Background: an optimization exercise with open tools, aiming at small area. Do not read the settings as production practice. In this exercise RTL edits were held to simulation tests only and were not proved equivalent to the original.

Setup of run 1:
## gomoku
module gomoku(
    input        clk,
    input        rst,
    input        Btn0,
    output [3:0] VGA_R,     output [3:0] VGA_G,  output [3:0] VGA_B,
    output       VGA_HS,    output       VGA_VS,
    output [3:0] KeyPadRow, input  [3:0] KeyPadCol,
    output [7:0] Dot_row,
    output [7:0] Dot1_col,
    output [7:0] Dot2_col,
    output [6:0] HEX0,      output [6:0] HEX1
);
clock: 12.0 ns
lec_check: 0
abc_area: 0
cap_margin: 5
core_margin: 2
core_utilization: 70
slew_margin: 5
standard.sh (not shown) runs the stock make flow with config.mk's settings and CLKGATE_MAP_FILE= SYNTH_SCRIPT=/design/flow/synth_recipe.tcl, a recipe that flattens the netlist after the stock synthesis.
==> flow/flow/run.sh <==
#!/bin/bash
# Layout flow: the standard ORFS flow (same config.mk, same steps and
# synthesis script) with three changes:
#   - ABC maps the logic with flow/abc.script (area oriented, no buffering)
#   - the port buffers are sky130_fd_sc_hd__buf_1
#   - clock tree synthesis inserts no dummy loads
# Each tool's full output is kept under orfs/logs; make's own output in make.log.
set -euo pipefail
W=$(pwd)
cat > "$W/flow_synth.tcl" <<EOS
proc abc {args} {
  set i [lsearch \$args -script]
  if {\$i >= 0} { lset args [expr {\$i + 1}] $W/flow/abc.script }
  yosys abc {*}\$args
}
source $W/synth_recipe.tcl
EOS
make -C "$FLOW_HOME" DESIGN_CONFIG="$W/config.mk" WORK_HOME="$W/orfs" CLKGATE_MAP_FILE= \
    SYNTH_SCRIPT="$W/flow_synth.tcl" \
    BUFFER_PORTS_ARGS="-buffer_cell sky130_fd_sc_hd__buf_1" \
    CTS_ARGS="-sink_clustering_enable -repair_clock_nets -sink_clustering_size 8 -sink_clustering_max_diameter 40 -buf_list sky130_fd_sc_hd__clkbuf_4 -dont_use_dummy_load" \
    finish > "$W/make.log" 2>&1
R="$W/orfs/results/$FLOW_PLATFORM/gomoku/base"
: # left out here: write the final layout as DEF
==> flow/flow/abc.script <==
strash
dc2
dch -f
amap
&get -n
&st
&deepsyn -T 60
&dch -f
&nf -p -R 1000 -C 32 -F 8
&put
Edits applied to the flow inputs when going from run 1 to run 2:
diff --git a/flow/design.v b/flow/design.v
--- a/flow/design.v
+++ b/flow/design.v
@@ -92,48 +92,51 @@
             end else begin
                 kst <= key_any ? 3'd1 : kst + 3'd1;
             end
         end
     end
     wire key_valid = tick & ev2;
     reg       cp;            
+    reg       lp;            
     reg [1:0] place_result;
     reg       game_over;
     reg       turn_reset;
     reg       pending;       
     reg       btn0_prev;
     reg [3:0] cur_r, cur_c;
     reg       occ_reg;       
     reg       win1, win2;    
     wire      timeout_pulse;
     wire      occ_t_now;     
     reg [4:0] hc, hx, vc, vy;    
-    reg       urun;          
+    reg [3:0] ust;           
     wire [3:0] tr, tc;       
     wire confirm  = (~Btn0 & btn0_prev) | (key_valid && kc == 3'd4);
     wire key_dir   = ~kc[2];
-    wire do_move  = key_valid && !game_over && !pending && urun;
+    wire do_move  = key_valid && !game_over && !pending && (ust == 4'd8);
     always @(posedge clk or negedge rst) begin
         if (!rst) begin
             cp           <= 1'b0;
+            lp           <= 1'b0;
             place_result <= 2'b00;
             game_over    <= 1'b0;
             turn_reset   <= 1'b0;
             pending      <= 1'b0;
             btn0_prev    <= 1'b1;
             cur_r        <= 4'd0;
             cur_c        <= 4'd0;
             occ_reg      <= 1'b0;
         end else begin
             turn_reset <= 1'b0;
             btn0_prev  <= Btn0;
+            lp         <= cp;
             if (pending) begin
                 pending <= 1'b0;
                 occ_reg <= 1'b1;
-                if ((cp ^ turn_reset) ? win2 : win1) game_over <= 1'b1;
+                if (lp ? win2 : win1) game_over <= 1'b1;
                 else begin
                     cp         <= ~cp;
                     turn_reset <= 1'b1;
                 end
             end
             if (do_move) occ_reg <= occ_t_now;
             if (!game_over && !pending) begin
@@ -231,17 +234,16 @@
     end
     wire trig_key = tick && (kst == 3'd0) && key_any;
     wire [1:0] mv_now = kc_now[1:0];
     wire mv_ok = ~kc_now[2] &&
                  ((kc_now[1:0] == 2'd0) ? (cur_r != 4'd0) : (kc_now[1:0] == 2'd1) ? (cur_r != 4'd15) :
                   (kc_now[1:0] == 2'd2) ? (cur_c != 4'd0) : (cur_c != 4'd15));
     wire trig = trig_key & mv_ok;
-    wire [3:0] s  = trig ? 4'd0 : ({1'b0, ev2, ph[1:0]} + 4'd1);
-    wire busy = trig | (urun & (ev1 | ev2));
-    wire uswap = urun & ~ev1 & ~ev2;
+    wire [3:0] s  = trig ? 4'd0 : ust;
+    wire busy = trig | ((ust != 4'd0) && (ust != 4'd9));
     wire [1:0] m  = trig ? mv_now : kc[1:0];
     assign tr = step4(cur_r, ~m[1], ~m[0]);
     assign tc = step4(cur_c, m[1], ~m[0]);
     reg signed [4:0] k;
     always @(*) begin
         case (s)
             4'd0: k = -5'sd4;
@@ -325,33 +327,35 @@
                 ry_d[2*e +: 2] = {cpk[e] & ~s_first & (rx[2*e+1] ^ rx[2*e]), cpk[e] & (s_first | ~rx[2*e])};
             end
             fin[e] = second_n & (cpk[e] ? rx[2*e+1] : rx[2*e]);
         end
     end
     always @(posedge clk or negedge rst) begin
         if (!rst) begin
-            urun  <= 1'b0;
+            ust   <= 4'd0;
             acc1  <= 1'b0;
             acc2  <= 1'b0;
             win1  <= 1'b0;
             win2  <= 1'b0;
             occ_t <= 1'b0;
             rx    <= 12'd0;
             ry    <= 12'd0;
         end else begin
             rx <= rx_d;
             ry <= ry_d;
             if (trig) begin
-                urun <= 1'b1;
+                ust  <= 4'd1;
                 acc1 <= 1'b0;
                 acc2 <= 1'b0;
-            end else if (uswap) begin
-                urun <= 1'b0;
+            end else if (ust == 4'd9) begin
+                ust  <= 4'd0;
                 win1 <= acc1;
                 win2 <= acc2;
+            end else if (ust != 4'd0) begin
+                ust <= ust + 4'd1;
             end
             if (busy) begin
                 if (is_h) begin
                     occ_t <= cor[0];
                     if (h1) acc1 <= 1'b1;
                     if (h2) acc2 <= 1'b1;
                 end
Notes after the runs:
- Taking run 1 as the reference point, the clock latency on the worst-skew pair of run 2 rises by 0.02 ns.
- After detailed routing, run 1 needs less wire than run 2.
- Number of non-clock buffers in the layout (run 2 over run 1): increase, 7
- Taking run 1 as the reference, in run 2 final global-route overflow total saw little to no change, wire length of the first global-routing pass now larger.

-- static timing again, ports no longer ideal --
The results above use ideal ports. As a check the final layouts listed here were re-extracted and re-timed, cells and wires unchanged.
Step 1 (the two cells are an assumption about what drives the block):
set clk [get_ports {clk}]
set_driving_cell -lib_cell sky130_fd_sc_hd__clkbuf_16 $clk
set_driving_cell -lib_cell sky130_fd_sc_hd__buf_2 [delete_from_list [all_inputs] $clk]
Step 2 moves the port delays by t, midway between the first and last clock arrival at a register: inputs arrive t later, outputs are due t later. That takes back most of the time a late clock gives input paths.
Slacks: ideal / step 1 / step 2; pairs: ideal / step 1.
| run | t, ns | slack for setup (ns) | clock arrival spread, ns |
|---|---|---|---|
| run 1 | 0.848 | 1.238 / 1.273 / 0.425 | 0.136 / 0.135 |
| run 2 | 0.882 | 1.445 / 1.480 / 0.598 | 0.118 / 0.118 |
After both steps every run listed still meets setup and hold. The setup slack of run 2, which loses most, moves by +0.035 ns with the drivers and by -0.847 ns with both steps.
